Background: an optimization exercise with open tools, aiming at small area. Do not read the settings as production practice.
At most, simulation tests tie the RTL to the original design; equivalence was not proved.
Function not checked in run 2: the RTL went through the layout flow alone.
Power and IR drop assume default switching activity. The clock port is modelled as an ideal driver; clocking choices that lean on that would not hold on a real chip.

**flow/design.v**
```verilog
module apb_ring3 (
  input             clk,
  input      [1:0]  ph,      
  input      [2:0]  wsel,    
  input      [2:0]  rsel,    
  input      [31:0] wdata,
  output            we,
  output            re,
  output     [31:0] port
);
  reg [31:0] s0, s1, s2;
  assign we = (wsel[0] & (ph == 2'd0)) | (wsel[1] & (ph == 2'd1)) | (wsel[2] & (ph == 2'd2));
  assign re = (rsel[0] & (ph == 2'd0)) | (rsel[1] & (ph == 2'd1)) | (rsel[2] & (ph == 2'd2));
  assign port = s2;
  always @(posedge clk) begin
    s0 <= we ? wdata : s2;
    s1 <= s0;
    s2 <= s1;
  end
endmodule
module apb_ring2 (
  input             clk,
  input             ph,
  input      [1:0]  wsel,
  input      [1:0]  rsel,
  input      [31:0] wdata,
  output            we,
  output            re,
  output     [31:0] port
);
  reg [31:0] s0, s1;
  assign we = (wsel[0] & ~ph) | (wsel[1] & ph);
  assign re = (rsel[0] & ~ph) | (rsel[1] & ph);
  assign port = s1;
  always @(posedge clk) begin
    s0 <= we ? wdata : s1;
    s1 <= s0;
  end
endmodule
module iiitb_apb (
  input         clk,
  input         reset,
  input  [7:0]  addr,
  input         data_valid,
  input  [31:0] data,
  input         data_dir,
  input  [31:0] wait_cycle,
  output [31:0] read_out_data,
  output        transaction_done,
  output        tranerr,
  output        slverr
);
  reg        busy;       
  reg  [4:0] cnt;        
  reg        done;
  reg        done_rd;
  reg  [1:0] ph3;        
  reg        ph2;        
  reg [31:0] rdata;      
  wire le19 = ~|wait_cycle[31:5] & (wait_cycle[4:0] <= 5'd19);
  wire inr  = ~|addr[7:5];
  wire last = busy & (le19 ? (cnt == wait_cycle[4:0]) : (cnt == 5'd19));
  assign tranerr          = last & ~le19;
  assign slverr           = last & le19 & ~inr;
  assign transaction_done = done;
  assign read_out_data    = {32{done_rd}} & rdata;
  wire act = busy & le19 & inr;
  wire wr  = act & data_dir;
  wire rd  = act & ~data_dir;
  wire [31:0] dec = 32'd1 << addr[4:0];
  wire [31:0] wsel = {32{wr}} & dec;
  wire [31:0] rsel = {32{rd}} & dec;
  wire [10:0] we, re;
  wire [31:0] port [0:10];
  genvar r;
  generate
    for (r = 0; r < 10; r = r + 1) begin : ring
      apb_ring3 u (
        .clk(clk), .ph(ph3), .wsel(wsel[3*r+2:3*r]), .rsel(rsel[3*r+2:3*r]),
        .wdata(data), .we(we[r]), .re(re[r]), .port(port[r]));
    end
  endgenerate
  apb_ring2 ring10 (
    .clk(clk), .ph(ph2), .wsel(wsel[31:30]), .rsel(rsel[31:30]),
    .wdata(data), .we(we[10]), .re(re[10]), .port(port[10]));
  reg [31:0] rmux;
  integer k;
  always @(*) begin
    rmux = 32'd0;
    for (k = 0; k < 11; k = k + 1)
      rmux = rmux | ({32{re[k]}} & port[k]);
  end
  always @(posedge clk) begin
    busy    <= ~reset & (busy ? ~last : data_valid);
    cnt     <= busy ? cnt + 5'd1 : 5'd30;
    done    <= last & le19;
    done_rd <= last & le19 & ~data_dir;
    ph3     <= ph3[1] ? 2'd0 : ph3 + 2'd1;
    ph2     <= ~ph2;
    if (reset)
      rdata <= 32'd0;
    else if (|re)
      rdata <= rmux;
  end
endmodule
```
**flow/flow/run.sh**
```bash
#!/bin/bash
# Layout: the standard ORFS flow (standard.sh), with two changes:
#  - port buffers are the smallest buffer cell (buffer_ports -buffer_cell),
#  - clock tree synthesis without dummy loads and with its own buffer list
#    and sink clustering (CTS_ARGS, read by ORFS's cts.tcl).
# Each tool's output goes to a log file in the work folder.
set -euo pipefail
here=$(cd "$(dirname "$0")" && pwd)
export BUFFER_PORTS_ARGS="$(cat "$here/buffer_ports.args")"
export CTS_ARGS="$(cat "$here/cts.args")"
bash standard.sh finish > flow_standard.log 2>&1
```
**flow/flow/buffer_ports.args**
```
-buffer_cell sky130_fd_sc_hd__buf_1
```
**flow/flow/cts.args**
```
-sink_clustering_enable -repair_clock_nets -dont_use_dummy_load -buf_list {sky130_fd_sc_hd__clkbuf_8 sky130_fd_sc_hd__clkbuf_16} -sink_clustering_size 30 -sink_clustering_max_diameter 80
```
**flow/standard.sh**
```bash
#!/bin/bash
# synth_recipe.tcl (not shown) runs the flow's synth.tcl, then flattens the netlist and writes it again
# the make line also repeats each setting of config.mk as NAME=value (left out here)
make -C /OpenROAD-flow-scripts/flow DESIGN_CONFIG=/design/flow/config.mk WORK_HOME=/design/flow/orfs CLKGATE_MAP_FILE= SYNTH_SCRIPT=/design/flow/synth_recipe.tcl "${@:-finish}"
```
**flow/config.mk**
```make
export PLATFORM = sky130hd
export DESIGN_NAME = iiitb_apb
export DESIGN_NICKNAME = iiitb_apb
export VERILOG_FILES = /design/flow/design.v
export SDC_FILE = /design/flow/constraint.sdc
export NUM_CORES = 4
export LEC_CHECK = 0
export CAP_MARGIN = 20
export CORE_MARGIN = 2
export CORE_UTILIZATION = 60
export SLEW_MARGIN = 20
```
**flow/constraint.sdc**
```tcl
create_clock -name core_clock -period 10.0 [get_ports {clk}]
set_input_delay 2.0000 -clock core_clock [delete_from_list [all_inputs] [get_ports {clk}]]
set_output_delay 2.0000 -clock core_clock [all_outputs]
set_load 0.01 [all_outputs]
```
==> results of run 1 <==
-- final timing paths --
check / cells past startpoint / start / end / slack (ns)
setup / recovery: 9 / wait_cycle[21] / slverr / 3.82
hold / removal: 0 / ring[9].u.s1[21] / ring[9].u.s2[21] / 0.30
setup reg to reg: 5 / busy / ring[1].u.s0[3] / 6.17
hold reg to reg: 0 / ring[9].u.s1[21] / ring[9].u.s2[21] / 0.30
-- cell usage after synthesis (all sizes together) (3+ instances only) --
library cell,instances,area (um^2)
dfxtp,1067,21400
mux2,352,3960
clkbuf,69,259
buf,63,322
a222oi,59,591
and2,43,269
a22oi,41,308
nand2,37,139
a21oi,30,150
nand3,20,100
a211oi,19,168
a221oi,13,114
a311oi,11,128
inv,11,41.3
a32o,10,100
and3,10,62.6
nor4b,9,78.8
and4,8,70.1
nand2b,8,50.1
nor4,8,50.1
o21ai,8,40.0
a32oi,6,52.6
nor2,6,25.0
a21o,5,37.5
nand4,5,31.3
nor3,5,25.0
a22o,4,35.0
a31oi,4,25.0
ha,4,50.1
nor2b,4,25.0
o221a,4,45.0
a2111oi,3,45.1
mux2i,3,55.1
o22ai,3,18.8
o32ai,3,33.8
or4b,3,30.0
xnor2,3,26.3
-- sequential cells by signal (all words and copies together) (netlist names) --
signal / count
ring10.s1: 32
ph3: 2
ring10.s0: 32
ring.u.s0: 320
rdata: 32
ph2: 1
cnt: 5
done_rd: 1
ring.u.s2: 320
done: 1
ring.u.s1: 320
busy: 1
-- layout make-up --
cell class	instances	area (um^2)	share of cell area, %
Inverter	11	41.3	0.133
Tap cell	615	769	2.47
Sequential cell	1067	21400	68.7
Clock buffer	41	1030	3.30
Timing Repair Buffer	140	639	2.06
Multi-Input combinational cell	775	7270	23.4
-- logic make-up after synthesis --
family,after synthesis
flip-flops,1067
AND/OR/NAND/NOR,173
adder cells (fa/ha/maj),4
AO/OA/AOI/OAI,238
XOR/XNOR,5
multiplexers,355
buffers and inverters,143
-- placed cells by master (no fill, tap or decap), types with 4 or more instances in the layout --
master,count
o221a_2,4
a311oi_1,6
a221oi_1,13
o21ai_0,4
and2_1,35
clkbuf_16,41
a21oi_1,30
o21ai_1,4
nor4b_1,9
nand2_1,32
nand2b_1,8
nand3_1,20
dfxtp_1,1066
buf_4,30
and3_1,9
ha_1,4
a211oi_1,13
a311oi_2,5
a21o_1,5
nor2_1,5
mux2_2,345
a211oi_2,5
a222oi_1,59
a32oi_1,6
nor2b_1,4
nor4_1,8
nor3_1,4
a22o_1,4
nand4_1,5
a22oi_1,41
a32o_1,10
and2_2,8
buf_1,109
and4_1,6
inv_1,11
mux2_1,7
a31oi_1,4
-- power by group through the flow --
stage	registers [mW]	clock network (mW)	logic, mW
6_report	4.25	1.93	0.0687
5_1_grt	4.25	2.12	0.0737
4_1_cts	4.25	1.97	0.0677
3_5_place_dp	4.35	0	0.0675
3_3_place_gp	4.35	0	0.0665
2_1_floorplan	4.35	0	0.0349
-- worst max-delay path: stages --
cell and delay (ns):
buf_1 0.07, nor4_1 0.37, nand4_1 0.46, o31ai_1 0.39, nand3_1 0.18, nor4_1 0.21
buf_4 0.21, o31a_1 0.13, buf_1 0.15
-- stage by stage --
step | hold WS, ns | setup slack [ns] | power, mW
2_1_floorplan | 0.310 | 4.59 | 4.38
3_3_place_gp | 0.310 | 3.96 | 4.42
3_5_place_dp | 0.312 | 3.84 | 4.42
4_1_cts | 0.305 | 3.82 | 6.29
5_1_grt | 0.313 | 3.64 | 6.45
6_report | 0.301 | 3.82 | 6.25
-- per-layer routing --
layer	up-vias	GRT usage, %	wire length (um)	share of wire (%)
met1	7705	38.3	31300	47
met3	84	3.66	3700	5.5
li1	7073	-	-	-
met4	2	6.94	1430	2.1
met5	-	0	11	0.016
met2	435	41.8	30300	45
==> impl_metrics.ini, run 1 <==
[routing]
dr.pass1.iters = 5
dr.first_iter.drc_count = 1161
via_per_inst = 5.78
wirelength_um = 66700
dr_total_vias = 15299
drc = 0
antenna_left = 0
detail_route.wl_per_cell_um = 25.2

[cts]
clk_pin_slew_worst_paths_ns = 0.10
cts_setup_buffers = 0
hold_buffers = 0
clkLatencyLatePin_ns = 0.61
cts_tree = done
cts_num_sinks = 1067
htreeDepth = 2
cts_max_path_buffers = 3
cts_resized = 0
cts-buffers-inserted = 41
root_buffer = clkbuf_16

[timing]
setup_viol = 0
finalMaxSlewViolations = 0
period_needed_ns = 6.18
finalHoldViolCount = 0
min_period_over_period_pct = 61.8
slew_headroom_pct = 24.5
tns_ns = 0
rsz0062_at_grt = no
clock_skew_ns = 0.0327
max_freq_mhz = 162
worst_pin_slew_ns = 1.13

[yosys]
muxShareOfSynthArea_pct = 13.8
synth-async-reset-ratio_pct = 0
synth_edf_count = 0
synth_xor_area_share_pct = 0.150
syn_inst = 1985
synth_flop_cell = dfxtp_1
synth_top_family_by_area = multiplexers
synth.avg_cell_area_um2 = 14.7
syn_area_mm2 = 0.0291
synth_simple_gate_area_share_pct = 3.49
synth-adder-area-share_pct = 0.172
synth_warnings = 3
ys_types = 67
ys_ff_latch = 1067
yosysSeqAreaShare_pct = 73.3
syn_nets = 2065
synth_compound_area_share_pct = 6.96

[power]
comb_power_share_pct = 1.1
power_frac_clock_pct = 30.8
ir_worst_vdd_v = 0.000162
p_leak_nw = 12.2
p_int_mw = 5.01
p_switching_mw = 1.24
p_sw_share_pct = 19.8
p_seq_share_pct = 68.1
power.density_mw_per_mm2 = 201

[die]
rows = 80
dieWidth_um = 224
dieArea_mm2 = 0.0503
io_pins = 111
die_y_um = 224
fp.coreArea_mm2 = 0.0478
start_util_pct = 60.9

[setup_path]
cp-start-kind = input port
critPathCaptureType = output port
crit_arrival_ns = 4.18
critPathKind = input port to output port
cp.required_ns = 8.00
worst-path-max-fanout = 6

[global_route]
grt.total_usage_pct = 26.4
grt_pass1_wl_um = 98300
grt_max_degree = 48
grt-ovfl-total = 0
antenna_found_initial = 1
grt_pass1_vias = 15089

[placement]
placed_cell_area_mm2 = 0.0301
dp.cells = 2608
gp_congestion = 0.762
io_buffers = 110
dp_hpwl_um = 35700

[layout]
finalNetCount = 2116
num_antenna_cells = 0
n_fill_cell = 3629
final_cells = 2649
drive_above_1_share_pct = 22.8
fin_util_pct = 65.0
finalInstanceArea_mm2 = 0.0311
syn2layout_area_growth_pct = 6.76

[min_path]
hold_path_class = flip-flop to flip-flop

[job]
maxCapViolCount = 0

[outcome]
status = complete, no violations
==> run 2: changes to the inputs <==
==> flow/design.v (replaced) <==
module apb_ring6 (
  input             clk,
  input             wea,
  input             web,
  input      [31:0] wdata,      
  input      [31:0] wdata_n,    
  output     [31:0] porta,      
  output     [31:0] portb       
);
  reg [31:0] s0, s1, s2, s3, s4, s5;
  wire [31:0] s3_d = ~(web ? wdata_n : s2);
  assign porta = s5;
  assign portb = s3_d;
  always @(posedge clk) begin
    s0 <= ~(wea ? wdata : s5);
    s1 <= s0;
    s2 <= s1;
    s3 <= s3_d;
    s4 <= s3;
    s5 <= s4;
  end
endmodule
module apb_ring2 (
  input             clk,
  input             we,
  input      [31:0] wdata,
  output     [31:0] port
);
  reg [31:0] s0, s1;
  assign port = s1;
  always @(posedge clk) begin
    s0 <= we ? wdata : s1;
    s1 <= s0;
  end
endmodule
module iiitb_apb (
  input         clk,
  input         reset,
  input  [7:0]  addr,
  input         data_valid,
  input  [31:0] data,
  input         data_dir,
  input  [31:0] wait_cycle,
  output [31:0] read_out_data,
  output        transaction_done,
  output        tranerr,
  output        slverr
);
  reg        busy;       
  reg  [4:0] cnt;        
  reg        done;
  reg        done_rd;
  reg  [1:0] ph3;        
  reg        lap;        
  reg        ph2;        
  reg [31:0] rdata;      
  wire le19 = ~|wait_cycle[31:5] & (wait_cycle[4:0] <= 5'd19);
  wire inr  = ~|addr[7:5];
  wire last = busy & (le19 ? (cnt == wait_cycle[4:0]) : (cnt == 5'd19));
  assign tranerr          = last & ~le19;
  assign slverr           = last & le19 & ~inr;
  assign transaction_done = done;
  assign read_out_data    = {32{done_rd}} & rdata;
  wire act = busy & le19 & inr;
  wire wr  = act & data_dir;
  wire rd  = act & ~data_dir;
  wire [31:0] dec = 32'd1 << addr[4:0];
  wire [2:0]  phs = {ph3 == 2'd2, ph3 == 2'd1, ph3 == 2'd0};
  wire [5:0]  at_a = {{3{lap}} & phs, {3{~lap}} & phs};
  wire [5:0]  at_b = {{3{~lap}} & phs, {3{lap}} & phs};
  wire [4:0]  hit_a, hit_b;
  wire [31:0] porta   [0:4];
  wire [31:0] portb   [0:4];
  wire [31:0] data_n = ~data;
  genvar r;
  generate
    for (r = 0; r < 5; r = r + 1) begin : ring
      assign hit_a[r] = |(dec[6*r+5:6*r] & at_a);
      assign hit_b[r] = |(dec[6*r+5:6*r] & at_b);
      apb_ring6 u (
        .clk(clk), .wea(wr & hit_a[r]), .web(wr & hit_b[r]),
        .wdata(data), .wdata_n(data_n),
        .porta(porta[r]), .portb(portb[r]));
    end
  endgenerate
  wire hit2 = (dec[30] & ~ph2) | (dec[31] & ph2);
  wire [31:0] port2;
  apb_ring2 ring2 (.clk(clk), .we(wr & hit2), .wdata(data), .port(port2));
  reg [31:0] rword;
  integer k;
  always @(*) begin
    rword = {32{hit2}} & port2;
    for (k = 0; k < 5; k = k + 1)
      rword = rword | ({32{hit_a[k]}} & porta[k]) | ({32{hit_b[k]}} & portb[k]);
  end
  always @(posedge clk) begin
    busy    <= ~reset & (busy ? ~last : data_valid);
    cnt     <= busy ? cnt + 5'd1 : 5'd30;
    done    <= last & le19;
    done_rd <= last & le19 & ~data_dir;
    ph3     <= ph3[1] ? 2'd0 : ph3 + 2'd1;
    lap     <= lap ^ ph3[1];
    ph2     <= ~ph2;
    if (reset)
      rdata <= 32'd0;
    else if (rd & (|hit_a | |hit_b | hit2))
      rdata <= rword;
  end
endmodule
==> impl_metrics.ini, run 2 <==
[cts]
hold_buffers = 0
htreeDepth = 2
root_buffer = clkbuf_16
clkLatencyLatePin_ns = 0.61
cts_max_path_buffers = 3
cts_resized = 0
cts_tree = done
cts-buffers-inserted = 42
cts_setup_buffers = 0
cts_num_sinks = 1068
clk_pin_slew_worst_paths_ns = 0.10

[yosys]
yosysSeqAreaShare_pct = 72.6
synth_area_leaders = dfxtp_1 73%, mux2i_1 5.4%, a21oi_1 2.8%
syn_nets = 2428
syn_area_mm2 = 0.0295
synth.avg_cell_area_um2 = 12.5
synth_edf_count = 0
synth_warnings = 3
ys_ff_latch = 1068
ys_types = 65
synth_top_area_share_pct = 72.6
synth_most_common_cell = dfxtp_1
synth_top_area_cell = dfxtp_1
netlist_top_cells_count = 1068 x dfxtp_1, 177 x nor2_1, 166 x a21oi_1, 160 x mux2i_1, 121 x clkbuf_1
synth-async-reset-ratio_pct = 0
syn_inst = 2348
synth_flop_cell = dfxtp_1

[die]
fp.coreArea_mm2 = 0.0487
io_pins = 111
rows = 81
die_y_um = 226
dieArea_mm2 = 0.0509
dieWidth_um = 226
start_util_pct = 60.4

[power]
power.density_mw_per_mm2 = 200
p_sw_share_pct = 19.9
p_switching_mw = 1.25
p_seq_share_pct = 67.7
p_leak_nw = 13.2
comb_power_share_pct = 1.4
power_frac_clock_pct = 30.9
p_int_mw = 5.04
ir_worst_vdd_v = 0.000170

[layout]
n_fill_cell = 3809
layout_commonest_cell = dfxtp_1
final_cell_mix = 1068 x dfxtp_1, 176 x nor2_1, 166 x a21oi_1, 160 x mux2i_1, 109 x buf_1
finalInstanceArea_mm2 = 0.0315
syn2layout_area_growth_pct = 6.84
drive_above_1_share_pct = 5.83
finalNetCount = 2448
num_antenna_cells = 0
fin_util_pct = 64.6

[setup_path]
worst-path-max-fanout = 34
critPathCaptureType = output port
r2r_slack_ns = 5.82
ff2ff_path_depth = 7
worstReg2RegStart = busy
cp.required_ns = 8.00
cp-start-kind = input port
critPathKind = input port to output port
r2r-end = ring2.s0[14]
crit_arrival_ns = 4.86

[timing]
period_needed_ns = 6.86
tns_ns = 0
layout_setup_ws_ns = 3.14
min_period_over_period_pct = 68.6
rsz0062_at_grt = no
max_freq_mhz = 146
finalMaxSlewViolations = 0
clock_skew_ns = 0.0490
finalHoldViolCount = 0
final.hold.worst_slack_ns = 0.302
slew_headroom_pct = 17.6
setup_viol = 0
worst_pin_slew_ns = 1.24

[min_path]
hold_path_class = flip-flop to flip-flop
worstHoldStart = ring[4].u.s3[30]
hold_depth = 0
hold_end = ring[4].u.s4[30]

[placement]
placed_cell_area_mm2 = 0.0304
pre_cts_slack_ns = 3.21
gp_congestion = 0.827
io_buffers = 110
dp_hpwl_um = 35500

[global_route]
grt_max_degree = 66
grt-ovfl-total = 0
grt_pass1_wl_um = 100000
antenna_found_initial = 2
grt.total_usage_pct = 26.1
grt_pass1_vias = 16642

[routing]
dr_total_vias = 17154
drc = 0
dr.first_iter.drc_count = 1310
detail_route.wl_per_cell_um = 21.9
via_per_inst = 5.66
antenna_left = 0
dr.pass1.iters = 5
wirelength_um = 66200

[outcome]
status = complete, no violations

[job]
maxCapViolCount = 0
-- run 2: cell families after synthesis --
logic type	after synthesis	synth area share, %
DFF	1068	72.6
xor gates and xnor gates	5	0.149
AOI/OAI and AO/OA	486	10.6
adders and majority gates	4	0.170
buffers and inverters	179	2.49
and+or+nand+nor	410	7.16
muxes	196	6.85
-- run 2: cell type report --
| cell class | instances | area, um^2 | area share [%] |
|---|---|---|---|
| Clock buffer | 42 | 1050 | 3.34 |
| Inverter | 14 | 52.6 | 0.167 |
| Multi-Input combinational cell | 1101 | 7470 | 23.7 |
| Sequential cell | 1068 | 21400 | 67.9 |
| Tap cell | 664 | 831 | 2.64 |
| Timing Repair Buffer | 141 | 679 | 2.16 |
-- run 2: routing by layer --
metal	vias up	share of wire, %	global-route usage (%)
met2	418	44	39.8
met1	8508	48	38.8
met3	97	5.1	3.44
li1	8129	-	-
met4	2	2.3	7.69
met5	-	0.018	0
-- run 2: power groups by stage --
stage / logic [mW] / registers [mW] / clock network [mW]
final: 0.0877 / 4.25 / 1.95
after global routing: 0.0944 / 4.26 / 2.14
after CTS: 0.0869 / 4.26 / 1.99
after detailed placement: 0.0867 / 4.35 / 0
after global placement: 0.0853 / 4.35 / 0
after floorplan: 0.0525 / 4.35 / 0
-- run 2: stage by stage --
stage | total power [mW] | cells
6_report | 6.29 | 3030
5_1_grt | 6.49 | 3030
4_1_cts | 6.33 | 3028
3_5_place_dp | 4.44 | 2986
3_3_place_gp | 4.44 | 2986
2_1_floorplan | 4.40 | 2348
-- run 2: worst max path at each step --
stage,from,endpoint,cells past startpoint
after global placement,wait_cycle[23],slverr,10
after detailed placement,wait_cycle[23],slverr,10
after CTS,wait_cycle[23],slverr,10
after floorplan,wait_cycle[27],slverr,7
after global routing,wait_cycle[14],slverr,10
final,wait_cycle[23],slverr,10
-- run 2: worst max-delay path, stage by stage --
cell and delay [ns]:
buf_1 0.07, nor4_1 0.42, nand4_1 0.50, nor2_4 0.19, buf_4 0.53, a21oi_1 0.16
nor4_1 0.48, and2_1 0.22, o31a_1 0.14, buf_1 0.15
==> run 3: changes to the inputs <==
--- a/flow/design.v
+++ b/flow/design.v
@@ -10,10 +10,10 @@
   reg [31:0] s0, s1, s2, s3, s4, s5;
-  wire [31:0] s3_d = ~(web ? wdata_n : s2);
-  assign porta = s5;
-  assign portb = s3_d;
+  wire [31:0] s0_d = wea ? wdata : ~s5;
+  assign porta = s0_d;
+  assign portb = s2;
   always @(posedge clk) begin
-    s0 <= ~(wea ? wdata : s5);
+    s0 <= s0_d;
     s1 <= s0;
     s2 <= s1;
-    s3 <= s3_d;
+    s3 <= web ? wdata_n : ~s2;
     s4 <= s3;
==> impl_metrics.ini, run 3 <==
[global_route]
grt_pass1_vias = 16409
grt_pass1_wl_um = 99500
grt_max_degree = 65
grt-ovfl-total = 0
antenna_found_initial = 2
grt.total_usage_pct = 26.0

[setup_path]
cp.required_ns = 8.00
crit_arrival_ns = 4.33
worst-path-max-fanout = 4
crit_chain = buf_1 -> nor4_1 -> nand4_1 -> nor2_1 -> a21oi_1 -> a2111oi_0 -> and2_1 -> o31a_1 -> buf_1
ff2ff_path_depth = 8
path_delay_family = simple AND/OR/NAND/NOR gates
crit_top_cell = buf_1
cp-start-kind = input port
crit_buf_inv = 2
r2r_slack_ns = 5.36
path_depth = 9
cp_slowest_cell = a2111oi_0
critPathCaptureType = output port
slowest_delay_ns = 0.74
critPathKind = input port to output port

[yosys]
synth_top_area_share_pct = 71.9
synth_flop_cell = dfxtp_1
ys_types = 68
syn_nets = 2506
synth-async-reset-ratio_pct = 0
synth_top_area_cell = dfxtp_1
synth.avg_cell_area_um2 = 12.2
synth_area_leaders = dfxtp_1 72%, mux2i_1 5.5%, a21oi_1 3.3%
synth_warnings = 3
synth_edf_count = 0
syn_area_mm2 = 0.0297
syn_inst = 2426
netlist_top_cells_count = 1068 x dfxtp_1, 196 x a21oi_1, 168 x nor2_1, 163 x mux2i_1, 135 x inv_1
yosysSeqAreaShare_pct = 71.9
synth_most_common_cell = dfxtp_1
ys_ff_latch = 1068

[layout]
syn2layout_area_growth_pct = 6.46
drive_above_1_share_pct = 5.33
final_cell_mix = 1068 x dfxtp_1, 195 x a21oi_1, 167 x nor2_1, 163 x mux2i_1, 135 x inv_1
layout_commonest_cell = dfxtp_1
finalNetCount = 2523

[placement]
io_buffers = 110
dp_hpwl_um = 35400
pre_cts_slack_ns = 3.51
gp_congestion = 0.769

[timing]
max_freq_mhz = 158
layout_setup_ws_ns = 3.67
setup_viol = 0
period_needed_ns = 6.33
final.hold.worst_slack_ns = 0.282
clock_skew_ns = 0.0419
tns_ns = 0
min_period_over_period_pct = 63.3
slew_headroom_pct = 20.3
rsz0062_at_grt = no
finalHoldViolCount = 0
finalMaxSlewViolations = 0
worst_pin_slew_ns = 1.20

[cts]
cts_resized = 0
cts_tree = done
cts-buffers-inserted = 42
clkLatencyLatePin_ns = 0.60
hold_buffers = 0
htreeDepth = 2
cts_max_path_buffers = 3
cts_setup_buffers = 0
root_buffer = clkbuf_16
cts_num_sinks = 1068
clk_pin_slew_worst_paths_ns = 0.11

[power]
power.density_mw_per_mm2 = 198
p_leak_nw = 12.6
finalPower_mw = 6.28
ir_worst_vdd_v = 0.000114

[routing]
dr.pass1.iters = 9
via_per_inst = 5.55
antenna_left = 0
dr.first_iter.drc_count = 1516
dr_total_vias = 17242
drc = 0
detail_route.wl_per_cell_um = 21.6
wirelength_um = 67000

[die]
rows = 81
dieArea_mm2 = 0.0513
dieWidth_um = 227
io_pins = 111
die_y_um = 227
fp.coreArea_mm2 = 0.0490
start_util_pct = 60.7

[job]
maxCapViolCount = 0

[outcome]
status = complete, no violations

[min_path]
hold_path_class = flip-flop to flip-flop
hold_depth = 0
-- run 3: area by class of cell --
class                      count  area, um^2
antenna                        1        2.50
clock buffer                  42        1050
fill                        3905       17300
inverter                     135         507
multi-input combinational   1063        7280
sequential                  1068       21400
tap                          664         831
timing repair buffer         133         588
-- run 3: report_power, final --
group | switching (mW) | internal (mW) | total (mW)
Clock | 1.19 | 0.761 | 1.95
Combinational | 0.0506 | 0.0190 | 0.0697
Sequential | 0.00258 | 4.25 | 4.26
-- run 3: routing by layer --
metal	wire, um	GRT usage [%]	up-vias
li1	-	-	8234
met1	32100	38.1	8423
met2	29800	40.6	479
met3	3620	3.32	102
met4	1590	7.62	4
met5	27	0	-
-- run 3: kinds of logic (layout without fill, tap and decap cells) --
group	count (synthesis)	count (layout)	synth area share, %
AOI/OAI and AO/OA	423	423	10.0
adders and majority gates	4	4	0.168
DFF	1068	1068	71.9
muxes	195	195	6.70
buffers and inverters	295	310	3.95
xor gates and xnor gates	6	6	0.177
other	0	1	0
and+or+nand+nor	435	435	7.03
-- run 3: through the flow --
| stage | std cells | cell area [um^2] | util, % |
|---|---|---|---|
| 2_1_floorplan | 2426 | 29700 | - |
| 4_1_cts | 3105 | 31600 | 64.6 |
| 5_1_grt | 3105 | 31600 | 64.6 |
| 3_5_place_dp | 3063 | 30600 | 62.5 |
| 6_report | 3106 | 31600 | 64.6 |
| 3_3_place_gp | 3063 | 30600 | 62.5 |
-- run 3: path summary, 6_finish.rpt --
check,start,to
setup / recovery,wait_cycle[22],slverr
hold / removal,ring[2].u.s4[21],ring[2].u.s5[21]
setup reg to reg,lap,rdata[6]
hold reg to reg,ring[2].u.s4[21],ring[2].u.s5[21]
==> run 4: changes to the inputs <==
==> flow/flow/run.sh (replaced) <==
#!/bin/bash
# Layout: the standard ORFS flow (standard.sh), with these changes:
#  - synthesis maps logic with ABC's area mapper (abc_override.tcl, area.abc)
#    around the standard flow's own synthesis script, synth_recipe.tcl;
#  - port buffers are the smallest buffer cell (buffer_ports -buffer_cell);
#  - clock tree synthesis without dummy loads and with its own buffer list
#    and sink clustering (CTS_ARGS, read by ORFS's cts.tcl).
# Each tool's output goes to a log file in the work folder.
set -euo pipefail
work=$(pwd)
here=$(cd "$(dirname "$0")" && pwd)
export FLOW_ABC_SCRIPT="$here/area.abc"
export FLOW_SYNTH_TCL="$work/synth_recipe.tcl"
export BUFFER_PORTS_ARGS="$(cat "$here/buffer_ports.args")"
export CTS_ARGS="$(cat "$here/cts.args")"
# standard.sh with its synthesis script swapped for abc_override.tcl
sed "s#SYNTH_SCRIPT=[^ ]*#SYNTH_SCRIPT=$here/abc_override.tcl#" standard.sh > standard_area.sh
grep -q "SYNTH_SCRIPT=$here/abc_override.tcl" standard_area.sh
bash standard_area.sh finish > flow_standard.log 2>&1
==> flow/flow/abc_override.tcl (new file) <==
# Synthesis: the standard flow's own synthesis script (synth_recipe.tcl, sourced last),
# with one change: ORFS's technology mapping call, abc, runs the area-oriented
# mapper of the ABC script in area.abc in place of ORFS's speed script.
# Flip-flops are mapped before abc, so the registers, their names and their
# cells are those of the standard synthesis.
proc abc {args} {
  set keep {}
  set skip 0
  foreach a $args {
    if {$skip} { set skip 0; continue }
    if {$a eq "-script"} { set skip 1; continue }
    lappend keep $a
  }
  yosys abc -script $::env(FLOW_ABC_SCRIPT) {*}$keep
}
source $::env(FLOW_SYNTH_TCL)
==> flow/flow/area.abc (new file) <==
strash; dch; amap -m; topo
==> flow/flow/cts.args (replaced) <==
-sink_clustering_enable -repair_clock_nets -dont_use_dummy_load -buf_list {sky130_fd_sc_hd__clkbuf_4 sky130_fd_sc_hd__clkbuf_8 sky130_fd_sc_hd__clkbuf_16}
==> impl_metrics.ini, run 4 <==
[outcome]
status = complete, no violations

[setup_path]
path_delay_family = simple AND/OR/NAND/NOR gates
worstSetupStartpoint = wait_cycle[8]
worst-path-max-fanout = 6
critPathKind = input port to output port
slowest_delay_ns = 0.55
crit_chain = buf_1 -> nor4_1 -> nand4_1 -> nor3_1 -> clkinv_1 -> nor2_1 -> nor2_1 -> a221oi_1 -> o2111ai_1 -> a2111oi_0 -> clkinv_1 -> nor2_1 -> clkinv_1 -> nor2_1 -> buf_1
cp-start-kind = input port
crit_arrival_ns = 5.23
path_depth = 15
crit_top_cell = nor2_1
ff2ff_path_depth = 13
cp.required_ns = 8.00
r2r_slack_ns = 5.46
critPathCaptureType = output port
crit_buf_inv = 5
cp_slowest_cell = a2111oi_0
worstReg2RegStart = ph3[1]

[timing]
min_period_over_period_pct = 72.3
slew_headroom_pct = 18.8
layout_setup_ws_ns = 2.77
max_freq_mhz = 138
period_needed_ns = 7.23
setup_viol = 0
finalHoldViolCount = 0
clock_skew_ns = 0.0304
worst_pin_slew_ns = 1.22
finalMaxSlewViolations = 0
tns_ns = 0
rsz0062_at_grt = no

[routing]
dr.pass1.iters = 7
antenna_left = 0
detail_route.wl_per_cell_um = 25.8
wirelength_um = 73400
drc = 0
dr_total_vias = 17541
via_per_inst = 6.17
dr.first_iter.drc_count = 1815

[cts]
clkLatencyLatePin_ns = 0.63
clk_pin_slew_worst_paths_ns = 0.06
cts_setup_buffers = 0
hold_buffers = 0
cts-buffers-inserted = 94
root_buffer = clkbuf_16
cts_max_path_buffers = 3
cts_resized = 0
htreeDepth = 3
cts_tree = done
cts_num_sinks = 1068

[placement]
gp_congestion = 0.824
io_buffers = 110
dp_hpwl_um = 35200
placed_cell_area_mm2 = 0.0285
pre_cts_slack_ns = 2.77

[global_route]
grt_pass1_wl_um = 107000
antenna_found_initial = 2
grt_max_degree = 65
grt_pass1_vias = 17099
grt.total_usage_pct = 31.0
grt-ovfl-total = 0

[min_path]
hold_path_class = flip-flop to flip-flop
hold_depth = 0
worstHoldStart = ring[3].u.s1[31]

[die]
fp.coreArea_mm2 = 0.0443
rows = 77
die_y_um = 216
dieArea_mm2 = 0.0467
start_util_pct = 60.9
io_pins = 111
dieWidth_um = 216

[yosys]
synth_edf_count = 0
synth-async-reset-ratio_pct = 0
synth_top_area_cell = dfxtp_1
ys_ff_latch = 1068
synth.avg_cell_area_um2 = 13.4
synth_most_common_cell = dfxtp_1
synth_warnings = 3
synth_top_area_share_pct = 79.2
netlist_top_cells_count = 1068 x dfxtp_1, 351 x o22ai_1, 106 x nand2_1, 81 x clkinv_1, 56 x nor2_1
yosysSeqAreaShare_pct = 79.2
synth_area_leaders = dfxtp_1 79%, o22ai_1 8.1%, a222oi_1 1.7%
syn_inst = 2015
ys_types = 26
synth_flop_cell = dfxtp_1
syn_nets = 2095
syn_area_mm2 = 0.0270

[layout]
syn2layout_area_growth_pct = 14.2
drive_above_1_share_pct = 6.45
final_cell_mix = 1068 x dfxtp_1, 351 x o22ai_1, 110 x buf_1, 106 x nand2_1, 94 x clkbuf_16
n_fill_cell = 3188
finalInstanceArea_mm2 = 0.0308
layout_commonest_cell = dfxtp_1
finalNetCount = 2329

[power]
ir_worst_vdd_v = 0.000172
power.density_mw_per_mm2 = 243
finalPower_mw = 7.48
p_leak_nw = 11.7

[job]
maxCapViolCount = 0
## run 4: metal layers
layer	GRT usage [%]	vias up	share of wire, %
met3	5.88	238	8.1
met1	42.4	8519	43
met4	14.1	2	4.7
met5	0	-	0.018
met2	48.1	925	45
li1	-	7857	-
## run 4: worst paths after layout
kind / to
hold reg to reg: ring[3].u.s2[31]
setup reg to reg: rdata[0]
setup / recovery: slverr
hold / removal: ring[3].u.s2[31]
## run 4: cells by family (layout without fill, tap and decap cells)
| group | count (synthesis) | after routing | share of synthesized area (%) |
|---|---|---|---|
| buffers and inverters | 81 | 313 | 1.13 |
| adder cells (fa/ha/maj) | 4 | 4 | 0.185 |
| AO/OA/AOI/OAI | 575 | 575 | 14.5 |
| flip-flops | 1068 | 1068 | 79.2 |
| other | 0 | 3 | 0 |
| AND/OR/NAND/NOR | 287 | 287 | 5.02 |
## run 4: metrics by stage
| stage | hold slack (ns) | utilization, % | instances |
|---|---|---|---|
| after floorplan | 0.310 | - | 2015 |
| after global placement | 0.310 | 64.3 | 2745 |
| after detailed placement | 0.312 | 64.3 | 2745 |
| after CTS | 0.303 | 69.6 | 2839 |
| after global routing | 0.301 | 69.6 | 2840 |
| final | 0.302 | 69.6 | 2842 |
## run 4: where the power goes
part           total [mW]  switching [mW]  internal, mW  leakage (nW)
sequential           4.26         0.00203          4.26          8.99
combinational       0.205           0.149        0.0551          1.57
clock                3.02            1.37          1.65          1.16
## run 4: worst register-to-register path: stages, from the launching register on
cell and delay (ns):
dfxtp_1 0.40, clkinv_1 0.14, ha_1 0.21, nand2_1 0.34, o22ai_1 0.16, nor3_1 0.56
nor2_4 0.02, buf_4 0.37, inv_2 0.97, o22ai_1 0.24, a221o_1 0.37, a221o_1 0.26
a221oi_1 0.24, a31oi_1 0.13
## run 4: cell type report
class	instances	area [um^2]	share of cell area, %
diodes	3	7.51	0.0243
multi-input cells	866	5430	17.6
well taps	592	741	2.40
clock buffers	94	2350	7.63
flip-flops and latches	1068	21400	69.3
inverters	81	305	0.990
repair buffers	138	623	2.02
==> run 5: changes to the inputs <==
==> flow/flow/cts.args (replaced) <==
-sink_clustering_enable -repair_clock_nets -dont_use_dummy_load -buf_list {sky130_fd_sc_hd__clkbuf_16} -sink_clustering_size 34 -sink_clustering_max_diameter 90
==> impl_metrics.ini, run 5 <==
[outcome]
status = complete, no violations

[cts]
cts-buffers-inserted = 37
clk_pin_slew_worst_paths_ns = 0.12
clkLatencyLatePin_ns = 0.61
cts_resized = 0
hold_buffers = 0
cts_num_sinks = 1068
cts_max_path_buffers = 3
root_buffer = clkbuf_16
htreeDepth = 2
cts_setup_buffers = 0
cts_tree = done

[die]
start_util_pct = 60.9
dieWidth_um = 216
die_y_um = 216
rows = 77
fp.coreArea_mm2 = 0.0443
dieArea_mm2 = 0.0467
io_pins = 111

[setup_path]
worstSetupStartpoint = wait_cycle[8]
r2r_slack_ns = 5.47
critPathCaptureType = output port
worstReg2RegStart = ph3[1]
cp-start-kind = input port
cp.required_ns = 8.00
crit_arrival_ns = 5.23
critPathKind = input port to output port
r2r-end = rdata[0]
endpoint = slverr
ff2ff_path_depth = 13
worst-path-max-fanout = 6

[yosys]
synth_xor_area_share_pct = 0
synth_top_area_cell = dfxtp_1
synth_top_area_share_pct = 79.2
synth_edf_count = 0
syn_area_mm2 = 0.0270
netlist_top_cells_count = 1068 x dfxtp_1, 351 x o22ai_1, 106 x nand2_1, 81 x clkinv_1, 56 x nor2_1
ys_ff_latch = 1068
synth_simple_gate_area_share_pct = 5.02
synth_top_family_by_area = compound AO/OA/AOI/OAI gates
synth_compound_area_share_pct = 14.5
synth-async-reset-ratio_pct = 0
synth.avg_cell_area_um2 = 13.4
muxShareOfSynthArea_pct = 0
ys_types = 26
syn_nets = 2095
synth-adder-area-share_pct = 0.185
yosysSeqAreaShare_pct = 79.2
synth_flop_cell = dfxtp_1
synth_area_leaders = dfxtp_1 79%, o22ai_1 8.1%, a222oi_1 1.7%
syn_inst = 2015
synth_most_common_cell = dfxtp_1
synth_warnings = 3

[layout]
final_cells = 2784
drive_above_1_share_pct = 4.02
syn2layout_area_growth_pct = 8.89
final_cell_mix = 1068 x dfxtp_1, 351 x o22ai_1, 110 x buf_1, 106 x nand2_1, 71 x clkinv_1
layout_commonest_cell = dfxtp_1
finalNetCount = 2272

[timing]
worst_pin_slew_ns = 1.23
slew_headroom_pct = 17.9
finalHoldViolCount = 0
period_needed_ns = 7.23
final.hold.worst_slack_ns = 0.276
tns_ns = 0
max_freq_mhz = 138
rsz0062_at_grt = no
min_period_over_period_pct = 72.3
finalMaxSlewViolations = 0
setup_viol = 0
clock_skew_ns = 0.0500

[placement]
io_buffers = 110
dp_hpwl_um = 35200
gp_congestion = 0.824
dp.cells = 2745

[power]
p_seq_share_pct = 67.5
ir_worst_vdd_v = 0.000186
p_switching_mw = 1.32
p_sw_share_pct = 20.9
comb_power_share_pct = 3.2
power.density_mw_per_mm2 = 214
p_int_mw = 4.99
power_frac_clock_pct = 29.2
p_leak_nw = 11.0

[routing]
detail_route.wl_per_cell_um = 25.8
via_per_inst = 6.17
dr.pass1.iters = 7
antenna_left = 0
drc = 0
dr.first_iter.drc_count = 1881
wirelength_um = 71700
dr_total_vias = 17181

[job]
maxCapViolCount = 0

[global_route]
grt_max_degree = 65
grt.total_usage_pct = 30.0
grt_pass1_wl_um = 104000
grt-ovfl-total = 0
antenna_found_initial = 2
grt_pass1_vias = 16366

[min_path]
hold_path_class = flip-flop to flip-flop
run 5: cell type report:
type                    instances  area, um^2
multi-input cells             866        5430
repair buffers                138         623
fillers                      3345       14900
clock buffers                  37         926
inverters                      81         305
well taps                     592         741
flip-flops and latches       1068       21400
diodes                          2        5.00
run 5: cells by family after synthesis:
kind of cell    after synthesis
flops                      1068
compound gates              575
buf+inv                      81
simple gates                287
fa+ha+maj                     4
run 5: power groups by stage:
stage	logic, mW	clock network [mW]	registers, mW
after CTS	0.200	1.86	4.26
after global routing	0.215	2.00	4.26
after floorplan	0.0985	0	4.35
after global placement	0.197	0	4.35
after detailed placement	0.199	0	4.35
final	0.205	1.84	4.26
run 5: how the worst min path moves through the flow:
stage	from	end	slack, ns	depth (start not counted)
detailed placement	ring[1].u.s1[20]	ring[1].u.s2[20]	0.31	0
floorplan	ring2.s0[0]	ring2.s1[0]	0.31	0
global route	ring[2].u.s4[14]	ring[2].u.s5[14]	0.28	0
CTS	ring[0].u.s4[14]	ring[0].u.s5[14]	0.28	0
finish	ring[2].u.s4[14]	ring[2].u.s5[14]	0.28	0
global placement	ring[3].u.s4[1]	ring[3].u.s5[1]	0.31	0
run 5: worst max-delay path, cell delays in order:
cell and delay, ns:
buf_1 0.07, nor4_1 0.39, nand4_1 0.16, nor3_1 0.50, clkinv_1 0.25, nor2_1 0.19
nor2_1 0.06, a221oi_1 0.21, o2111ai_1 0.13, a2111oi_0 0.55, clkinv_1 0.18, nor2_1 0.19
clkinv_1 0.10, nor2_1 0.09, buf_1 0.15
run 5: per-layer routing:
layer / global-route usage [%] / share of wire (%)
met1: 41.8 / 43
met3: 4.48 / 8.0
met4: 12.9 / 4.4
met5: 0 / 0.017
met2: 47.2 / 45
run 5: stage by stage:
step | setup WS, ns | power (mW) | instance area (um^2) | utilization (%)
floorplan | 2.16 | 4.45 | 27000 | -
global placement | 2.96 | 4.55 | 28500 | 64.3
detailed placement | 2.77 | 4.55 | 28500 | 64.3
CTS | 2.75 | 6.32 | 29400 | 66.4
global route | 2.26 | 6.47 | 29400 | 66.4
finish | 2.77 | 6.30 | 29400 | 66.4
==> run 6: changes to the inputs <==
==> flow/flow/cts.args (replaced) <==
-sink_clustering_enable -repair_clock_nets -dont_use_dummy_load -buf_list {sky130_fd_sc_hd__clkbuf_16} -sink_clustering_size 30 -sink_clustering_max_diameter 60
==> impl_metrics.ini, run 6 <==
[layout]
finalNetCount = 2282
final_cell_mix = 1068 x dfxtp_1, 351 x o22ai_1, 110 x buf_1, 106 x nand2_1, 71 x clkinv_1
seq_area_mm2 = 0.0214
drive_above_1_share_pct = 4.45
multi_input_area_mm2 = 0.00543
num_antenna_cells = 0
layout_commonest_cell = dfxtp_1
n_fill_cell = 3321
syn2layout_area_growth_pct = 9.80

[die]
die_y_um = 216
start_util_pct = 60.9
rows = 77
dieWidth_um = 216
io_pins = 111
fp.coreArea_mm2 = 0.0443
dieArea_mm2 = 0.0467

[cts]
clk_pin_slew_worst_paths_ns = 0.10
cts_num_sinks = 1068
root_buffer = clkbuf_16
cts_tree = done
hold_buffers = 0
cts_resized = 0
htreeDepth = 2
cts-buffers-inserted = 47
clkLatencyLatePin_ns = 0.63
cts_setup_buffers = 0
cts_max_path_buffers = 3

[min_path]
hold_path_class = flip-flop to flip-flop

[routing]
drc = 0
antenna_left = 0
dr.first_iter.drc_count = 1910
detail_route.wl_per_cell_um = 25.7
wirelength_um = 71800
dr.pass1.iters = 7
via_per_inst = 6.19
dr_total_vias = 17272

[yosys]
yosysSeqAreaShare_pct = 79.2
synth_flop_cell = dfxtp_1
synth_warnings = 3
syn_inst = 2015
ys_types = 26
synth_edf_count = 0
ys_ff_latch = 1068
synth.avg_cell_area_um2 = 13.4
synth_area_leaders = dfxtp_1 79%, o22ai_1 8.1%, a222oi_1 1.7%
synth_top_area_share_pct = 79.2
syn_nets = 2095
syn_area_mm2 = 0.0270
synth_most_common_cell = dfxtp_1
synth_top_area_cell = dfxtp_1
netlist_top_cells_count = 1068 x dfxtp_1, 351 x o22ai_1, 106 x nand2_1, 81 x clkinv_1, 56 x nor2_1
synth-async-reset-ratio_pct = 0

[power]
ir_worst_vdd_v = 0.000226
finalPower_mw = 6.50
power.density_mw_per_mm2 = 219
p_leak_nw = 11.1

[setup_path]
cp_slowest_cell = a2111oi_0
slowest_delay_ns = 0.55
crit_top_cell = nor2_1
crit_chain = buf_1 -> nor4_1 -> nand4_1 -> nor3_1 -> clkinv_1 -> nor2_1 -> nor2_1 -> a221oi_1 -> o2111ai_1 -> a2111oi_0 -> clkinv_1 -> nor2_1 -> clkinv_1 -> nor2_1 -> buf_1
worst-path-max-fanout = 6
crit_arrival_ns = 5.23
critPathCaptureType = output port
crit_buf_inv = 5
cp-start-kind = input port
critPathKind = input port to output port
path_delay_family = simple AND/OR/NAND/NOR gates
cp.required_ns = 8.00

[timing]
max_freq_mhz = 138
finalMaxSlewViolations = 0
finalHoldViolCount = 0
min_period_over_period_pct = 72.3
clock_skew_ns = 0.0765
slew_headroom_pct = 19.9
worst_pin_slew_ns = 1.20
setup_viol = 0
rsz0062_at_grt = no
tns_ns = 0
period_needed_ns = 7.23

[global_route]
grt_pass1_vias = 16552
antenna_found_initial = 1
grt_pass1_wl_um = 104000
grt_max_degree = 65
grt-ovfl-total = 0
grt.total_usage_pct = 30.2

[outcome]
status = complete, no violations

[placement]
dp_hpwl_um = 35200
io_buffers = 110
gp_congestion = 0.824

[job]
maxCapViolCount = 0
run 6: path summary, 6_finish.rpt:
kind	cells after the start	to	from	slack [ns]
max	15	slverr	wait_cycle[8]	2.77
min	0	ring[1].u.s1[12]	ring[1].u.s0[12]	0.29
max reg2reg	13	rdata[0]	ph3[1]	5.52
min reg2reg	0	ring[1].u.s1[12]	ring[1].u.s0[12]	0.29
run 6: cells by family (layout without fill, tap and decap cells):
family                   count (synthesis)  after routing  synth area share [%]
flip-flops                            1068           1068                  79.2
buffers and inverters                   81            266                  1.13
AO/OA/AOI/OAI                          575            575                  14.5
adder cells (fa/ha/maj)                  4              4                 0.185
AND/OR/NAND/NOR                        287            287                  5.02
run 6: metrics by stage:
step	cell area, um^2	hold WS [ns]	worst slack, ns	instances	utilization [%]
2_1_floorplan	27000	0.310	2.16	2015	-
3_3_place_gp	28500	0.310	2.96	2745	64.3
3_5_place_dp	28500	0.312	2.77	2745	64.3
4_1_cts	29700	0.290	2.75	2792	66.9
5_1_grt	29700	0.299	2.26	2792	66.9
6_report	29700	0.290	2.77	2792	66.9
run 6: power by group:
part	total [mW]	leakage, nW	switching, mW	internal (mW)
Clock	2.04	0.579	1.20	0.843
Combinational	0.203	1.57	0.148	0.0551
Sequential	4.25	8.99	0.00204	4.25
Total	6.50	11.1	1.35	5.15
run 6: metal layers:
metal	vias up	share of wire (%)	track usage (%)
li1	7758	-	-
met1	8445	43	41.9
met2	848	45	47.1
met3	219	8.1	4.74
met4	2	4.5	13.2
met5	-	0.017	0
run 6: cell type report:
class	instances	share of cell area (%)
Timing Repair Buffer	138	2.10
Inverter	81	1.03
Clock buffer	47	3.97
Multi-Input combinational cell	866	18.3
Tap cell	592	2.50
Sequential cell	1068	72.1
==> run 7: changes to the inputs <==
==> flow/flow/cts.args (replaced) <==
-sink_clustering_enable -repair_clock_nets -dont_use_dummy_load -buf_list {sky130_fd_sc_hd__clkbuf_8 sky130_fd_sc_hd__clkbuf_16} -sink_clustering_size 30 -sink_clustering_max_diameter 80
==> impl_metrics.ini, run 7 <==
[setup_path]
worstReg2RegStart = ph3[1]
endpoint = slverr
crit_top_cell = nor2_1
critPathKind = input port to output port
path_depth = 15
worst-path-max-fanout = 6
crit_chain = buf_1 -> nor4_1 -> nand4_1 -> nor3_1 -> clkinv_1 -> nor2_1 -> nor2_1 -> a221oi_1 -> o2111ai_1 -> a2111oi_0 -> clkinv_1 -> nor2_1 -> clkinv_1 -> nor2_1 -> buf_1
worstSetupStartpoint = wait_cycle[8]
crit_buf_inv = 5
cp.required_ns = 8.00
ff2ff_path_depth = 13
r2r_slack_ns = 5.50
critPathCaptureType = output port
cp_slowest_cell = a2111oi_0
slowest_delay_ns = 0.55
cp-start-kind = input port
path_delay_family = simple AND/OR/NAND/NOR gates
r2r-end = rdata[0]
crit_arrival_ns = 5.23

[yosys]
synth_most_common_cell = dfxtp_1
synth_top_area_share_pct = 79.2
muxShareOfSynthArea_pct = 0
syn_nets = 2095
synth_xor_area_share_pct = 0
synth_area_leaders = dfxtp_1 79%, o22ai_1 8.1%, a222oi_1 1.7%
ys_ff_latch = 1068
synth_top_area_cell = dfxtp_1
synth_top_family_by_area = compound AO/OA/AOI/OAI gates
synth_edf_count = 0
synth_flop_cell = dfxtp_1
syn_inst = 2015
synth.avg_cell_area_um2 = 13.4
synth_simple_gate_area_share_pct = 5.02
synth_compound_area_share_pct = 14.5
ys_types = 26
yosysSeqAreaShare_pct = 79.2
syn_area_mm2 = 0.0270
netlist_top_cells_count = 1068 x dfxtp_1, 351 x o22ai_1, 106 x nand2_1, 81 x clkinv_1, 56 x nor2_1
synth-adder-area-share_pct = 0.185
synth-async-reset-ratio_pct = 0
synth_warnings = 3

[placement]
dp_hpwl_um = 35200
io_buffers = 110
gp_congestion = 0.824

[timing]
setup_viol = 0
max_freq_mhz = 138
slew_headroom_pct = 17.4
clock_skew_ns = 0.0915
min_period_over_period_pct = 72.3
period_needed_ns = 7.23
worst_pin_slew_ns = 1.24
tns_ns = 0
final.hold.worst_slack_ns = 0.310
rsz0062_at_grt = no
finalHoldViolCount = 0
finalMaxSlewViolations = 0

[cts]
cts_num_sinks = 1068
clkLatencyLatePin_ns = 0.62
root_buffer = clkbuf_16
cts_tree = done
clk_pin_slew_worst_paths_ns = 0.10
hold_buffers = 0
cts_resized = 0
htreeDepth = 2
cts_max_path_buffers = 3
cts_setup_buffers = 0
cts-buffers-inserted = 42

[outcome]
status = complete, no violations

[layout]
num_antenna_cells = 0
finalNetCount = 2278
layout_commonest_cell = dfxtp_1
final_cell_mix = 1068 x dfxtp_1, 351 x o22ai_1, 110 x buf_1, 106 x nand2_1, 71 x clkinv_1
n_fill_cell = 3326
drive_above_1_share_pct = 4.28
syn2layout_area_growth_pct = 9.40

[routing]
drc = 0
via_per_inst = 6.17
detail_route.wl_per_cell_um = 25.8
dr_total_vias = 17215
dr.first_iter.drc_count = 2057
antenna_left = 0
dr.pass1.iters = 6
wirelength_um = 71800

[power]
ir_worst_vdd_v = 0.000191
power.density_mw_per_mm2 = 217
p_leak_nw = 11.1
finalPower_mw = 6.40

[min_path]
hold_depth = 0
hold_path_class = flip-flop to flip-flop

[die]
dieArea_mm2 = 0.0467
fp.coreArea_mm2 = 0.0443
die_y_um = 216
io_pins = 111
start_util_pct = 60.9
dieWidth_um = 216
rows = 77

[global_route]
grt-ovfl-total = 0
grt.total_usage_pct = 30.1
grt_pass1_wl_um = 104000
grt_pass1_vias = 16510
antenna_found_initial = 1
grt_max_degree = 65

[job]
maxCapViolCount = 0
[run 7: changes by cell type in the layout (fill, tap and decap cells not counted)]
cell and delta:
clkbuf_16 -5, buf_12 +1, clkinv_2 -1, inv_2 +1
[run 7: final cells by class]
type | instances | area, um^2 | area share, %
multi-input combinational | 866 | 5430 | 18.4
sequential | 1068 | 21400 | 72.4
clock buffer | 42 | 1050 | 3.56
tap | 592 | 741 | 2.51
inverter | 81 | 304 | 1.03
timing repair buffer | 139 | 643 | 2.18
[run 7: metrics by stage]
step,utilization (%),cell area [um^2],setup WS [ns],std cells
2_1_floorplan,-,27000,2.16,2015
3_3_place_gp,64.3,28500,2.96,2745
3_5_place_dp,64.3,28500,2.77,2745
4_1_cts,66.6,29500,2.75,2787
5_1_grt,66.7,29600,2.26,2788
6_report,66.7,29600,2.77,2788
[run 7: cells by family (layout without fill, tap and decap cells)]
logic type,after synthesis,in the layout
buf+inv,81,262
flops,1068,1068
compound gates,575,575
fa+ha+maj,4,4
simple gates,287,287
[run 7: worst min-delay path by stage]
| stage | start | to | slack, ns |
|---|---|---|---|
| floorplan | ring2.s0[0] | ring2.s1[0] | 0.31 |
| global placement | ring[3].u.s4[1] | ring[3].u.s5[1] | 0.31 |
| detailed placement | ring[1].u.s1[20] | ring[1].u.s2[20] | 0.31 |
| CTS | ring[3].u.s4[30] | ring[3].u.s5[30] | 0.31 |
| global route | ring[0].u.s0[3] | ring[0].u.s1[3] | 0.30 |
| finish | ring[0].u.s0[3] | ring[0].u.s1[3] | 0.31 |
[run 7: worst reg2reg max path: cells and delay by family (launching register included)]
| family | cells | cell delay [ns] |
|---|---|---|
| AO/OA/AOI/OAI | 6 | 1.38 |
| adder cells (fa/ha/maj) | 1 | 0.22 |
| buffers and inverters | 3 | 1.46 |
| flip-flops | 1 | 0.41 |
| AND/OR/NAND/NOR | 3 | 0.93 |
[run 7: per-layer routing]
layer | track usage (%) | vias to the layer above | part of all wire (%)
met5 | 0 | - | 0.017
li1 | - | 7743 | -
met3 | 4.17 | 217 | 7.9
met4 | 14.2 | 2 | 4.6
met2 | 46.8 | 825 | 45
met1 | 42.0 | 8428 | 43
[run 7: where the power goes]
group          switching, mW  internal, mW  leakage [nW]
Combinational          0.149        0.0551          1.58
Clock                   1.18         0.760         0.518
Sequential           0.00203          4.25          8.99
Total                   1.33          5.07          11.1
==> run 8: changes to the inputs <==
--- a/flow/config.mk
+++ b/flow/config.mk
@@ -7,5 +7,5 @@
 export LEC_CHECK = 0
-export CAP_MARGIN = 20
+export CAP_MARGIN = 0
 export CORE_MARGIN = 2
 export CORE_UTILIZATION = 60
-export SLEW_MARGIN = 20
+export SLEW_MARGIN = 0
==> impl_metrics.ini, run 8 <==
[outcome]
status = complete, no violations

[layout]
drive_above_1_share_pct = 4.24
finalNetCount = 2277
final_cell_mix = 1068 x dfxtp_1, 351 x o22ai_1, 110 x buf_1, 106 x nand2_1, 71 x clkinv_1
layout_commonest_cell = dfxtp_1
num_antenna_cells = 0
finalInstanceArea_mm2 = 0.0295
final_cells = 2787
syn2layout_area_growth_pct = 9.33
fin_util_pct = 66.6

[global_route]
grt_pass1_wl_um = 104000
antenna_found_initial = 1
grt_pass1_vias = 16510
grt.total_usage_pct = 30.1
grt-ovfl-total = 0
grt_max_degree = 65

[setup_path]
worst-path-max-fanout = 6
critPathKind = input port to output port
crit_buf_inv = 5
cp-start-kind = input port
slowest_delay_ns = 0.55
crit_chain = buf_1 -> nor4_1 -> nand4_1 -> nor3_1 -> clkinv_1 -> nor2_1 -> nor2_1 -> a221oi_1 -> o2111ai_1 -> a2111oi_0 -> clkinv_1 -> nor2_1 -> clkinv_1 -> nor2_1 -> buf_1
cp.required_ns = 8.00
crit_arrival_ns = 5.23
critPathCaptureType = output port
path_delay_family = simple AND/OR/NAND/NOR gates
cp_slowest_cell = a2111oi_0
crit_top_cell = nor2_1

[die]
dieArea_mm2 = 0.0467
die_y_um = 216
dieWidth_um = 216
io_pins = 111
rows = 77
fp.coreArea_mm2 = 0.0443
start_util_pct = 60.9

[timing]
worst_pin_slew_ns = 1.26
rsz0062_at_grt = no
finalHoldViolCount = 0
clock_skew_ns = 0.0935
slew_headroom_pct = 16.0
final.hold.worst_slack_ns = 0.310
finalMaxSlewViolations = 0
setup_viol = 0
max_freq_mhz = 138
tns_ns = 0
period_needed_ns = 7.23
min_period_over_period_pct = 72.3

[yosys]
syn_inst = 2015
ys_types = 26
synth_warnings = 3
ys_ff_latch = 1068
synth_most_common_cell = dfxtp_1
yosysSeqAreaShare_pct = 79.2
synth_top_area_cell = dfxtp_1
syn_nets = 2095
synth_flop_cell = dfxtp_1
synth.avg_cell_area_um2 = 13.4
netlist_top_cells_count = 1068 x dfxtp_1, 351 x o22ai_1, 106 x nand2_1, 81 x clkinv_1, 56 x nor2_1
synth_edf_count = 0
synth_top_area_share_pct = 79.2
synth-async-reset-ratio_pct = 0
synth_area_leaders = dfxtp_1 79%, o22ai_1 8.1%, a222oi_1 1.7%
syn_area_mm2 = 0.0270

[placement]
placed_cell_area_mm2 = 0.0285
dp_hpwl_um = 35200
dp.cells = 2745
io_buffers = 110
gp_congestion = 0.824

[cts]
clkLatencyLatePin_ns = 0.62
cts-buffers-inserted = 42
cts_resized = 0
cts_setup_buffers = 0
cts_tree = done
hold_buffers = 0
htreeDepth = 2
clk_pin_slew_worst_paths_ns = 0.10
cts_num_sinks = 1068
cts_max_path_buffers = 3
root_buffer = clkbuf_16

[routing]
detail_route.wl_per_cell_um = 25.8
via_per_inst = 6.18
antenna_left = 0
dr.first_iter.drc_count = 2056
wirelength_um = 71800
dr.pass1.iters = 6
dr_total_vias = 17230
drc = 0

[power]
p_leak_nw = 11.1
power.density_mw_per_mm2 = 217
ir_worst_vdd_v = 0.000189

[min_path]
hold_path_class = flip-flop to flip-flop

[job]
maxCapViolCount = 0
==> run 8: cell counts after synthesis <==
No cell type changed its count.
==> run 8: path summary, 6_finish.rpt <==
path / start / to / slack, ns / cells past startpoint
max: wait_cycle[8] / slverr / 2.77 / 15
min: ring[0].u.s0[3] / ring[0].u.s1[3] / 0.31 / 0
max reg2reg: ph3[1] / rdata[0] / 5.47 / 13
min reg2reg: ring[0].u.s0[3] / ring[0].u.s1[3] / 0.31 / 0
==> run 8: where the power goes <==
part           total (mW)  switching [mW]  leakage [nW]  internal, mW
sequential           4.25         0.00204          8.99          4.25
clock                1.94            1.18         0.518         0.760
combinational       0.204           0.149          1.57        0.0551
==> run 8: layout make-up <==
class,count,area (um^2)
clock buffers,42,1050
fillers,3328,14800
inverters,81,304
well taps,592,741
multi-input cells,866,5430
repair buffers,138,623
flip-flops and latches,1068,21400
==> run 8: worst register-to-register path: stages, from the launching register on <==
cell      delay (ns)
dfxtp_1         0.41
clkinv_1        0.14
ha_1            0.21
nand2_1         0.32
o22ai_1         0.15
nor3_1          0.59
nor2_4          0.02
buf_4           0.37
inv_2           0.98
o22ai_1         0.24
a221o_1         0.37
a221o_1         0.26
a221oi_1        0.24
a31oi_1         0.13
==> run 8: routing by layer <==
| metal | vias to the layer above | share of wire, % | wire (um) | global-route usage (%) |
|---|---|---|---|---|
| li1 | 7744 | - | - | - |
| met1 | 8391 | 43 | 30900 | 42.0 |
| met2 | 868 | 44 | 31900 | 46.8 |
| met3 | 225 | 7.8 | 5570 | 4.17 |
| met4 | 2 | 4.7 | 3410 | 14.2 |
| met5 | - | 0.017 | 12 | 0 |
==> run 8: per-stage QoR <==
step           power [mW]  worst slack, ns
4_1_cts              6.43             2.75
3_5_place_dp         4.55             2.77
2_1_floorplan        4.45             2.16
5_1_grt              6.58             2.26
3_3_place_gp         4.55             2.96
6_report             6.40             2.77
==> run 8: cells by family (layout without fill, tap and decap cells) <==
kind of cell               count (synthesis)  count (layout)  synth area share [%]
AOI/OAI and AO/OA                        575             575                  14.5
adders and majority gates                  4               4                 0.185
buffers and inverters                     81             261                  1.13
DFF                                     1068            1068                  79.2
and+or+nand+nor                          287             287                  5.02
==> run 9: changes to the inputs <==
--- a/flow/design.v
+++ b/flow/design.v
@@ -34,2 +34,14 @@
   end
+endmodule
+module apb_aoi222 (
+  input  a1, a2, b1, b2, c1, c2,
+  output y
+);
+  assign y = ~((a1 & a2) | (b1 & b2) | (c1 & c2));
+endmodule
+module apb_nand4 (
+  input  a, b, c, d,
+  output y
+);
+  assign y = ~(a & b & c & d);
 endmodule
@@ -88,9 +100,29 @@
   apb_ring2 ring2 (.clk(clk), .we(wr & hit2), .wdata(data), .port(port2));
-  reg [31:0] rword;
-  integer k;
-  always @(*) begin
-    rword = {32{hit2}} & port2;
-    for (k = 0; k < 5; k = k + 1)
-      rword = rword | ({32{hit_a[k]}} & porta[k]) | ({32{hit_b[k]}} & portb[k]);
-  end
+  wire        cap  = rd & (|hit_a | |hit_b | hit2);
+  wire        go   = rd & ~reset;
+  wire [11:0] h    = {~reset & ~cap, go & hit2, {5{go}} & hit_b, {5{go}} & hit_a};
+  wire [31:0] t [0:11];
+  wire [31:0] rnext;
+  genvar g, b;
+  generate
+    for (g = 0; g < 5; g = g + 1) begin : src
+      assign t[g]     = porta[g];
+      assign t[g + 5] = portb[g];
+    end
+  endgenerate
+  assign t[10] = port2;
+  assign t[11] = rdata;
+  generate
+    for (b = 0; b < 32; b = b + 1) begin : rbit
+      wire [3:0] grp;
+      for (g = 0; g < 4; g = g + 1) begin : grp3
+        apb_aoi222 u (
+          .a1(h[3*g]),     .a2(t[3*g][b]),
+          .b1(h[3*g + 1]), .b2(t[3*g + 1][b]),
+          .c1(h[3*g + 2]), .c2(t[3*g + 2][b]),
+          .y(grp[g]));
+      end
+      apb_nand4 n (.a(grp[0]), .b(grp[1]), .c(grp[2]), .d(grp[3]), .y(rnext[b]));
+    end
+  endgenerate
   always @(posedge clk) begin
@@ -103,6 +135,3 @@
     ph2     <= ~ph2;
-    if (reset)
-      rdata <= 32'd0;
-    else if (rd & (|hit_a | |hit_b | hit2))
-      rdata <= rword;
+    rdata   <= rnext;
   end
--- a/flow/flow/run.sh
+++ b/flow/flow/run.sh
@@ -4,2 +4,5 @@
 #    around the standard flow's own synthesis script, synth_recipe.tcl;
+#  - the read-data selection's gate modules (apb_aoi222, apb_nand4) are kept
+#    as modules through mapping (SYNTH_KEEP_MODULES), so each maps to its
+#    own cell; synth_recipe.tcl then flattens the design as usual;
 #  - port buffers are the smallest buffer cell (buffer_ports -buffer_cell);
@@ -13,2 +16,3 @@
 export FLOW_SYNTH_TCL="$work/synth_recipe.tcl"
+export SYNTH_KEEP_MODULES="apb_aoi222 apb_nand4"
 export BUFFER_PORTS_ARGS="$(cat "$here/buffer_ports.args")"
--- a/flow/config.mk
+++ b/flow/config.mk
@@ -7,5 +7,5 @@
 export LEC_CHECK = 0
-export CAP_MARGIN = 0
+export CAP_MARGIN = 20
 export CORE_MARGIN = 2
 export CORE_UTILIZATION = 60
-export SLEW_MARGIN = 0
+export SLEW_MARGIN = 20
==> impl_metrics.ini, run 9 <==
[timing]
clock_skew_ns = 0.0466
finalMaxSlewViolations = 0
max_freq_mhz = 137
rsz0062_at_grt = no
period_needed_ns = 7.31
worst_pin_slew_ns = 1.17
tns_ns = 0
finalHoldViolCount = 0
layout_setup_ws_ns = 2.69
slew_headroom_pct = 21.7
setup_viol = 0
min_period_over_period_pct = 73.1

[die]
dieArea_mm2 = 0.0459
fp.coreArea_mm2 = 0.0439
start_util_pct = 60.4
rows = 77
io_pins = 111
die_y_um = 214

[cts]
cts_resized = 0
clkLatencyLatePin_ns = 0.62
hold_buffers = 0
htreeDepth = 2
cts_setup_buffers = 0
cts_tree = done
root_buffer = clkbuf_16
clk_pin_slew_worst_paths_ns = 0.11

[yosys]
synth_edf_count = 0
ys_ff_latch = 1068
netlist_top_cells_count = 1068 x dfxtp_1, 351 x o22ai_1, 128 x a222oi_1, 68 x nor2_1, 61 x clkinv_1
syn_area_mm2 = 0.0265
synth_area_leaders = dfxtp_1 81%, o22ai_1 8.3%, a222oi_1 4.8%
synth_top_area_cell = dfxtp_1
synth-async-reset-ratio_pct = 0
synth_flop_cell = dfxtp_1

[placement]
gp_congestion = 0.862
dp_hpwl_um = 34800
dp.cells = 2603
io_buffers = 110

[layout]
num_antenna_cells = 0
drive_above_1_share_pct = 4.97
final_cells = 2646
layout_commonest_cell = dfxtp_1
seq_area_mm2 = 0.0214
multi_input_area_mm2 = 0.00511
finalNetCount = 2136

[global_route]
grt.total_usage_pct = 30.9
antenna_found_initial = 0
grt_max_degree = 47

[setup_path]
slowest_delay_ns = 0.59
critPathKind = input port to output port
crit_arrival_ns = 5.31
worst-path-max-fanout = 6
cp.required_ns = 8.00
crit_chain = buf_1 -> nor4_1 -> nand4_1 -> nor3_1 -> clkinv_1 -> nor2_1 -> o221a_1 -> o2111ai_1 -> a2111oi_0 -> clkinv_1 -> nor2_1 -> clkinv_1 -> nor2_1 -> buf_1
critPathCaptureType = output port

[routing]
dr.pass1.iters = 6
via_per_inst = 6.34
dr_total_vias = 16767
detail_route.wl_per_cell_um = 27.4
drc = 0
wirelength_um = 72600
antenna_left = 0

[power]
p_sw_share_pct = 19.8
finalPower_mw = 6.25
p_int_mw = 5.02
p_switching_mw = 1.24
comb_power_share_pct = 1.2
power.density_mw_per_mm2 = 215

[min_path]
hold_path_class = flip-flop to flip-flop

[outcome]
status = complete, no violations

[job]
maxCapViolCount = 0
## run 9: changes by cell type after synthesis, moves of 12 or more
| cell | previous run | this run |
|---|---|---|
| a221o_1 | 16 | 1 |
| a221oi_1 | 37 | 0 |
| a222oi_1 | 47 | 128 |
| a22oi_1 | 12 | 0 |
| a31oi_1 | 16 | 0 |
| a41oi_1 | 16 | 1 |
| clkinv_1 | 81 | 61 |
| nand2_1 | 106 | 10 |
| nand4_1 | 23 | 52 |
| nor2_1 | 56 | 68 |
| o21ai_0 | 33 | 1 |
## run 9: kinds of logic (layout without fill, tap and decap cells)
logic type	after synthesis	after routing	share of synthesized area (%)
buffers and inverters	61	240	0.863
AOI/OAI and AO/OA	523	523	14.1
adders and majority gates	4	4	0.189
and+or+nand+nor	219	219	4.36
DFF	1068	1068	80.5
## run 9: worst max-delay path, delay by kind of cell
family	cells	cell delay, ns
buf+inv	5	0.79
simple gates	6	1.71
compound gates	3	0.80
## run 9: per-module statistics from Yosys, one instance, submodules excluded
module,flip-flops and latches,times used,cell area (um^2)
apb_aoi222,0,128,10.0
iiitb_apb,1068,1,25100
apb_nand4,0,32,6.26
## run 9: final cells by class
class	instances	share of cell area (%)
Tap cell	592	2.54
Timing Repair Buffer	138	2.22
Clock buffer	41	3.52
Sequential cell	1068	73.4
Multi-Input combinational cell	746	17.5
Inverter	61	0.799
## run 9: through the flow
stage          hold WS [ns]  utilization, %  area (um^2)
4_1_cts               0.307            66.2        29100
5_1_grt               0.311            66.3        29100
3_5_place_dp          0.312            63.9        28100
2_1_floorplan         0.310               -        26500
3_3_place_gp          0.309            63.9        28100
6_report              0.292            66.3        29100
## run 9: worst paths after layout
check	from	end	slack [ns]	depth (start not counted)
worst max-delay path	wait_cycle[8]	slverr	2.69	14
worst min register to register	ring[2].u.s3[14]	ring[2].u.s4[14]	0.29	0
worst min-delay path	ring[2].u.s3[14]	ring[2].u.s4[14]	0.29	0
worst max register to register	ph3[1]	rdata[19]	5.59	11
## run 9: power by group through the flow
stage	Clock, mW	Combinational (mW)	Sequential (mW)
after CTS	1.95	0.0728	4.25
after global placement	0	0.0715	4.35
after global routing	2.09	0.0796	4.26
after detailed placement	0	0.0724	4.35
final	1.93	0.0741	4.25
after floorplan	0	0.0311	4.35
## run 9: routing by layer
metal	share of wire (%)	up-vias	GRT usage [%]	routed length (um)
met5	0	-	0	0
met4	4.0	0	13.8	2940
met3	9.4	183	4.99	6860
met2	43	917	45.4	31300
met1	43	8268	45.3	31500
li1	-	7399	-	-
